This design comes from an exercise in tuning for small area and a short achievable clock period on the open sky130 flow, not from production work.
In this exercise RTL edits were held to simulation tests only and were not proved equivalent to the original.
The flow treats the clock pin as an ideal source, which a real chip does not have.
No activity file was given, so power comes from the tool's default toggle rates.

## build 3
## booth_mul_top
module booth_mul_top(clk, A, B, m, ov);
	input clk;
	input [15:0] A, B;
	output reg [30:0] m;
	output reg ov;
	reg [15:0] a_q, b_q;
	wire [30:0] m_w;
	wire ov_w;
	BoothMUL mul(.A(a_q), .B(b_q), .m(m_w), .ov(ov_w));
	always @(posedge clk) begin
		a_q <= A;
		b_q <= B;
		m <= m_w;
		ov <= ov_w;
	end
endmodule
Size in the first run: about 870 cells after synthesis, roughly 64 flip-flops, about 65 I/O pins, ~7800 um2 of cells after synthesis.
==> flow/config.mk <==
export PLATFORM = sky130hd
export DESIGN_NAME = booth_mul_top
export DESIGN_NICKNAME = booth_mul_top
export VERILOG_FILES = /design/flow/design.v
export SDC_FILE = /design/flow/constraint.sdc
export NUM_CORES = 4
export LEC_CHECK = 0
export ABC_AREA = 1
export CAP_MARGIN = 20
export CORE_MARGIN = 2
export CORE_UTILIZATION = 50
export HOLD_SLACK_MARGIN = 0.05
export SLEW_MARGIN = 80
export SYNTH_HIERARCHICAL = 1
export SYNTH_MINIMUM_KEEP_SIZE = 0
==> flow/constraint.sdc <==
create_clock -name core_clock -period 12.2 [get_ports {clk}]
set_input_delay 2.4400 -clock core_clock [delete_from_list [all_inputs] [get_ports {clk}]]
set_output_delay 2.4400 -clock core_clock [all_outputs]
set_load 0.01 [all_outputs]
standard.sh (not shown) runs the stock make flow with config.mk's settings and CLKGATE_MAP_FILE= SYNTH_SCRIPT=/design/flow/synth_recipe.tcl, a recipe that flattens the netlist after the stock synthesis.
==> flow/flow/run.sh <==
#!/bin/bash
# The standard layout (standard.sh, unchanged synthesis) with two changes:
# - the port buffers use sky130_fd_sc_hd__buf_1 (every port still gets one);
# - after clock tree synthesis, flow/skew.tcl delays the clock of the output
#   registers m and ov whose data paths are long, by a short chain of clock
#   delay cells (useful skew for the register-to-register path through the
#   multiplier). flow/skew_cells.txt: line 1 the chain's cells, line 2 the
#   setup slack (ns) below which a register is delayed, line 3 the hold slack
#   (ns) a register must have to be delayed.
export BUFFER_PORTS_ARGS="-buffer_cell sky130_fd_sc_hd__buf_1"
export POST_CTS_TCL="$PWD/flow/skew.tcl"
export SKEW_CELLS="$(sed -n 1p flow/skew_cells.txt)"
export SKEW_MAX_SLACK="$(sed -n 2p flow/skew_cells.txt)"
export SKEW_MIN_HOLD="$(sed -n 3p flow/skew_cells.txt)"
bash standard.sh > standard.log 2>&1
==> flow/flow/skew.tcl <==
# POST_CTS_TCL hook: delay the clock of the output registers (m, ov) so that
# the long register-to-register path through the multiplier (a_q/b_q -> m)
# gets more time. The output ports, which m and ov drive, lose the same time
# (they have plenty). Every cell added is a clock buffer or delay cell on the
# clock net; the registers themselves are untouched.
set cells [split $::env(SKEW_CELLS) ","]
set_propagated_clock [all_clocks]
estimate_parasitics -placement
# Only the output registers whose data path is long (setup slack below
# SKEW_MAX_SLACK) are delayed, and only when their shortest path leaves room
# (hold slack above SKEW_MIN_HOLD).
set groups [dict create]
foreach c [all_registers -cells] {
  set name [get_full_name $c]
  if {[regexp {^(m\[[0-9]+\]|ov)\$} $name]} {
    set d [get_pins $name/D]
    set smax [get_property $d slack_max]
    set smin [get_property $d slack_min]
    puts "skew: $name setup slack $smax hold slack $smin"
    if {$smax >= $::env(SKEW_MAX_SLACK) || $smin <= $::env(SKEW_MIN_HOLD)} { continue }
    set pin [get_pins -of_objects $c -filter "direction==input"]
    foreach p $pin {
      if {[get_property $p lib_pin_name] eq "CLK"} {
        set net [get_full_name [get_nets -of_objects $p]]
        dict lappend groups $net [get_full_name $p]
      }
    }
  }
}
set k 0
dict for {netname pins} $groups {
  puts "skew: net $netname drives [llength $pins] output registers"
  set cur $netname
  foreach cell $cells {
    insert_buffer -buffer_cell $cell -net [get_nets $cur] -load_pins [get_pins $pins] -buffer_name "skew_buf_$k"
    incr k
    set cur [get_full_name [get_nets -of_objects [get_pins [lindex $pins 0]]]]
  }
}
detailed_placement
check_placement -verbose
estimate_parasitics -placement
report_clock_skew
report_checks -path_delay max -digits 3
report_checks -path_delay min -digits 3
==> flow/flow/skew_cells.txt <==
sky130_fd_sc_hd__clkdlybuf4s50_1,sky130_fd_sc_hd__clkdlybuf4s25_1,sky130_fd_sc_hd__clkbuf_4
8.3
1.0
Build 3 | status: complete | timing, DRC, antenna: pass
## Diff of input files: build 80 against build 3
==> flow/flow/run.sh <==
#!/bin/bash
# The standard layout (standard.sh, unchanged synthesis) with two changes:
# - the port buffers use sky130_fd_sc_hd__buf_1 (every port still gets one);
# - after clock tree synthesis, flow/skew.tcl delays the clock of the output
#   registers m and ov by a short chain of clock delay cells (useful skew for
#   the register-to-register path through the multiplier).
export BUFFER_PORTS_ARGS="-buffer_cell sky130_fd_sc_hd__buf_1"
export POST_CTS_TCL="$PWD/flow/skew.tcl"
export SKEW_CELLS="$(cat flow/skew_cells.txt)"
bash standard.sh > standard.log 2>&1
--- a/flow/flow/skew.tcl
+++ b/flow/flow/skew.tcl
@@ -6,17 +6,8 @@
 set cells [split $::env(SKEW_CELLS) ","]
 set_propagated_clock [all_clocks]
-estimate_parasitics -placement
-# Only the output registers whose data path is long (setup slack below
-# SKEW_MAX_SLACK) are delayed, and only when their shortest path leaves room
-# (hold slack above SKEW_MIN_HOLD).
 set groups [dict create]
 foreach c [all_registers -cells] {
   set name [get_full_name $c]
   if {[regexp {^(m\[[0-9]+\]|ov)\$} $name]} {
-    set d [get_pins $name/D]
-    set smax [get_property $d slack_max]
-    set smin [get_property $d slack_min]
-    puts "skew: $name setup slack $smax hold slack $smin"
-    if {$smax >= $::env(SKEW_MAX_SLACK) || $smin <= $::env(SKEW_MIN_HOLD)} { continue }
     set pin [get_pins -of_objects $c -filter "direction==input"]
     foreach p $pin {
==> flow/flow/skew_cells.txt <==
sky130_fd_sc_hd__clkdlybuf4s50_1,sky130_fd_sc_hd__clkdlybuf4s50_1,sky130_fd_sc_hd__clkbuf_4
--- a/flow/config.mk
+++ b/flow/config.mk
@@ -10,5 +10,5 @@
 export CORE_MARGIN = 2
 export CORE_UTILIZATION = 50
-export HOLD_SLACK_MARGIN = 0.05
+export HOLD_SLACK_MARGIN = 0.1
 export SLEW_MARGIN = 80
 export SYNTH_HIERARCHICAL = 1
--- outcome ---
The end of the critical path comes out ov in one run and m[29] in the other, namely in build 3 and build 80 respectively. Comparing share of cell area taken by multi-input logic gates for build 80 and build 3, the smaller number came from build 80. Lower cell depth of the worst setup path was reported by build 80, not build 3. Comparing build 80 and build 3, the higher global-route usage is on build 80. Build 80: sequential share of layout area is 0.44 points lower than what build 3 reported. Comparing build 80 and build 3, clock share of power is lower on build 3. Taking build 3 as the reference point, the post-route worst hold slack of build 80 falls by 120 ps. Build 80: flow completed, timing, DRC and antenna clean. Setup slack, build 80 and build 3: larger value in build 80. Sort build 80 and build 3 by critical path data arrival time, ascending, and build 80 comes first. First-iteration DRC count ended up 37 higher on build 80 than on build 3. In build 80 relative to build 3, routed length on met1 had gone down slightly. The lower global-route wire length before repair of build 80 and build 3 is in build 3.
#### Input delta (build 71 over build 80)
==> flow/flow/run.sh <==
#!/bin/bash
# The standard layout (standard.sh, unchanged synthesis) with two changes:
# - the port buffers use sky130_fd_sc_hd__buf_1 (every port still gets one);
# - after clock tree synthesis, flow/skew.tcl delays the clock of the output
#   registers m and ov whose data paths are long, by a short chain of clock
#   delay cells (useful skew for the register-to-register path through the
#   multiplier); flow/skew_cells.txt sets the chains.
export BUFFER_PORTS_ARGS="-buffer_cell sky130_fd_sc_hd__buf_1"
export POST_CTS_TCL="$PWD/flow/skew.tcl"
export SKEW_FILE="$PWD/flow/skew_cells.txt"
bash standard.sh > standard.log 2>&1
==> flow/flow/skew.tcl <==
set f [open $::env(SKEW_FILE)]
set lines [split [string trim [read $f]] "\n"]
close $f
set max_slack [lindex $lines 0]
set tiers [lrange $lines 1 end]
set_propagated_clock [all_clocks]
estimate_parasitics -placement
set groups [dict create]
foreach c [all_registers -cells] {
  set name [get_full_name $c]
  if {![regexp {^(m\[[0-9]+\]|ov)\$} $name]} { continue }
  set d [get_pins $name/D]
  set smax [get_property $d slack_max]
  set smin [get_property $d slack_min]
  set tier -1
  if {$smax < $max_slack} {
    for {set t 0} {$t < [llength $tiers]} {incr t} {
      if {$smin > [lindex [lindex $tiers $t] 0]} { set tier $t; break }
    }
  }
  puts "skew: $name setup slack $smax hold slack $smin tier $tier"
  if {$tier < 0} { continue }
  set net [get_full_name [get_nets -of_objects [get_pins $name/CLK]]]
  dict lappend groups "$net $tier" "$name/CLK"
}
set k 0
dict for {key pins} $groups {
  lassign $key netname tier
  puts "skew: net $netname tier $tier drives [llength $pins] output registers"
  set cur $netname
  foreach cell [split [lindex [lindex $tiers $tier] 1] ","] {
    insert_buffer -buffer_cell $cell -net [get_nets $cur] -load_pins [get_pins $pins] -buffer_name "skew_buf_$k"
    incr k
    set cur [get_full_name [get_nets -of_objects [get_pins [lindex $pins 0]]]]
  }
}
detailed_placement
check_placement -verbose
estimate_parasitics -placement
report_clock_skew
report_checks -path_delay max -digits 3
report_checks -path_delay min -digits 3
==> flow/flow/skew_cells.txt <==
8.3
0.9 sky130_fd_sc_hd__clkdlybuf4s50_1,sky130_fd_sc_hd__clkdlybuf4s18_1,sky130_fd_sc_hd__clkbuf_4
--- a/flow/config.mk
+++ b/flow/config.mk
@@ -10,5 +10,5 @@
 export CORE_MARGIN = 2
 export CORE_UTILIZATION = 50
-export HOLD_SLACK_MARGIN = 0.1
+export HOLD_SLACK_MARGIN = 0.05
 export SLEW_MARGIN = 80
 export SYNTH_HIERARCHICAL = 1
==> comparison <==
Layout cell share with drive strength beyond 1: build 80 vs build 71 — no meaningful difference. Summary of the comparison: cell depth of the worst setup path is higher in build 71, relative to build 80. Compared with build 80, in build 71 cell area after layout shrank by 2.9%, pin slew with the least headroom to its limit held steady.

==> re-timing with driven ports <==
How much do the figures lean on ideal ports? The routed layouts below were timed once more, with nothing changed but the port constraints.
Step 1 (the two cells are an assumption about what drives the block):
set clk [get_ports {clk}]
set_driving_cell -lib_cell sky130_fd_sc_hd__clkbuf_16 $clk
set_driving_cell -lib_cell sky130_fd_sc_hd__buf_2 [delete_from_list [all_inputs] $clk]
Step 2, shift: input delay + t, output delay - t, t = (earliest + latest rising clock arrival at the registers) / 2. This alone moves slack from input paths to output paths.
Slacks: no drivers / after step 1 / after step 2; pairs: no drivers / after step 1.
| run | t (ns) | setup WS [ns] | hold WS [ns] | latest minus earliest clock arrival (ns) | worst register clock-pin slew, ns |
|---|---|---|---|---|---|
| build 3 | 0.811 | 7.362 / 7.362 / 7.362 | 0.190 / 0.190 / 0.190 | 0.891 / 0.891 | 0.09 / 0.09 |
| build 80 | 0.929 | 7.837 / 7.798 / 7.869 | 0.066 / 0.066 / 0.066 | 1.111 / 1.110 | 0.10 / 0.10 |
| build 71 | 0.788 | 8.084 / 8.079 / 8.084 | 0.135 / 0.135 / 0.135 | 0.827 / 0.827 | 0.10 / 0.10 |
Clock arrivals are far apart in every run listed, so t is only a midpoint there and step 2 fits no single register.
